What follows belongs to an exercise in optimizing a design on an open flow for small area; a production flow would make more cautious choices.
The RTL was checked by simulation tests, not by an equivalence proof against the original design.

build 30:
## fft_r4_stage5
module fft_r4_stage5(clk, rst, enable, data_in, data_out);
  input clk;
  input rst;
  input enable;
  input  [31:0] data_in;
  output [31:0] data_out;
  wire [1:0] slot;
  wire valid, clr;
  wire [8:0] mr;
  wire nr;
  wire [7:0] mi;
  wire ni;
  wire [31:0] x;
  rom_addr_generate tw(.clk(clk), .rst(rst), .enable(enable),
                       .slot(slot), .valid(valid), .clr(clr),
                       .mr(mr), .nr(nr), .mi(mi), .ni(ni));
  s4p1_5 #(32) dly(.clk(clk), .enable(enable), .clr(clr),
                   .data_in(data_in), .data_out(x));
  pipe_line_b4_top_5 dp(.clk(clk), .rst(rst), .enable(enable), .slot(slot),
                        .valid(valid), .x(x),
                        .mr(mr), .nr(nr), .mi(mi), .ni(ni),
                        .data_out(data_out));
endmodule
Settings: LEC_CHECK=0, ABC_AREA=1, CAP_MARGIN=20, CORE_MARGIN=2, CORE_UTILIZATION=55, CTS_BUF_LIST=sky130_fd_sc_hd__clkbuf_4, CTS_CLUSTER_SIZE=8, PLACE_DENSITY=0.63, SLEW_MARGIN=20, SYNTH_MEMORY_MAX_BITS=32768; clock period 7.0 ns.
standard.sh (not shown) runs the stock make flow with config.mk's settings and CLKGATE_MAP_FILE= SYNTH_SCRIPT=/design/flow/synth_recipe.tcl, a recipe that flattens the netlist after the stock synthesis.
==> flow/flow/run.sh <==
#!/bin/bash
# The standard layout, with three changes:
#  - the final ABC mapping of the standard synthesis uses flow/abc_area2.script
#    (two rounds of dc2 / dch -f / area-oriented map) instead of abc_area.script;
#  - after synthesis, flow/fa_polarity.py chooses the polarity of each
#    full-adder cell (a full adder is self-dual) and rebuilds the inverters so
#    that each signal has at most one, as few as the polarities allow;
#    registers, their names and cell types are those of the standard synthesis;
#  - the ports are buffered with sky130_fd_sc_hd__buf_1.
set -euo pipefail
HERE=$(pwd)
cat > my_synth.tcl <<TCL
proc abc {args} {
  set i [lsearch -exact \$args -script]
  if {\$i >= 0} { lset args [expr {\$i + 1}] $HERE/flow/abc_area2.script }
  yosys abc {*}\$args
}
source $HERE/synth_recipe.tcl
exec python3 $HERE/flow/fa_polarity.py \$::env(RESULTS_DIR)/1_2_yosys.v 2> $HERE/fa_polarity.log
TCL
bash standard.sh SYNTH_SCRIPT=$HERE/my_synth.tcl \
  "BUFFER_PORTS_ARGS=-buffer_cell sky130_fd_sc_hd__buf_1" finish > standard.log 2>&1
Other scripts of this flow, unchanged in this note and not shown: flow/flow/abc_area2.script, flow/flow/fa_polarity.py
Build 30 ended with every stage complete and zero timing, DRC or antenna violations.
[inputs] build 8 vs build 30
- swapping 0.63 for 0.68 in PLACE_DENSITY
- swapping 55 for 60 in CORE_UTILIZATION
- putting ABC_CLOCK_PERIOD_IN_PS at 6300 where nothing was set
## What came out
On half-perimeter wire length of the detailed placement result, build 30 and build 8 are basically level. Build 8 drops fewer vias than build 30. Between build 8 and build 30, the relative area of clock buffers and inverters in the final design figures differ only marginally. Build 8 -> build 30: area taken by flip-flops and latches delta 0, exact match. Going from build 30 to build 8, global-route wire length before repair shrinks by about 2.2%. Looking at layout-stage area growth over the synthesis result, build 8 sits 1.1 points below build 30.
For build 45, these inputs were changed with respect to build 8:
- removing ABC_CLOCK_PERIOD_IN_PS (formerly 6300)
--- outcome ---
- Maximum buffer depth of the clock tree: build 45 vs build 8 identical
- From build 8 to build 45 the numbers moved as follows: post-layout instance count excluding filler cells has remained practically unchanged; non-clock buffer count barely changed; number of antenna repair diodes about even; die area held.
- Taking build 8 as the reference, in build 45 final clock period utilization by the worst path was more or less identical; routed wire length has remained practically unchanged; via count of the first global-routing pass held.
Edits applied to the flow inputs when going from build 45 to build 74:
- ABC_CLOCK_PERIOD_IN_PS newly set to 8000
- As far as critical path depth goes, build 45 and build 74 are indistinguishable; the numbers are identical.
- Diff build 45 -> build 74: final cell count ~0 delta, ratio of final minimum period to clock period ~0 delta.

what the ideal ports hide:
The flow's constraints put no driver on any port. The routed layouts listed below were extracted and timed again, unchanged, in two steps. Step 1: set_driving_cell puts a clkbuf_16 on clk and a buf_2 on each other input, an assumption about the parent block. Step 2 times the ports against the registers' clock, not the clock port: input delays grow and output delays shrink by t, the midpoint of the rising clock arrivals with the driver on. Slacks: no drivers / after step 1 / after step 2; pairs: no drivers / after step 1.
run	t, ns	slack for setup (ns)	latest minus earliest clock arrival (ns)	slew at the worst register clock pin (ns)	worst slew at a driven data input, ns
build 30	0.974	0.373 / 0.373 / 0.373	0.089 / 0.089	0.08 / 0.08	0.04
build 8	0.929	0.410 / 0.410 / 0.410	0.103 / 0.103	0.09 / 0.09	0.05
build 45	0.929	0.410 / 0.410 / 0.410	0.103 / 0.103	0.09 / 0.09	0.05
build 74	0.929	0.410 / 0.410 / 0.410	0.103 / 0.103	0.09 / 0.09	0.05
After both steps setup and hold are still met in every run listed.
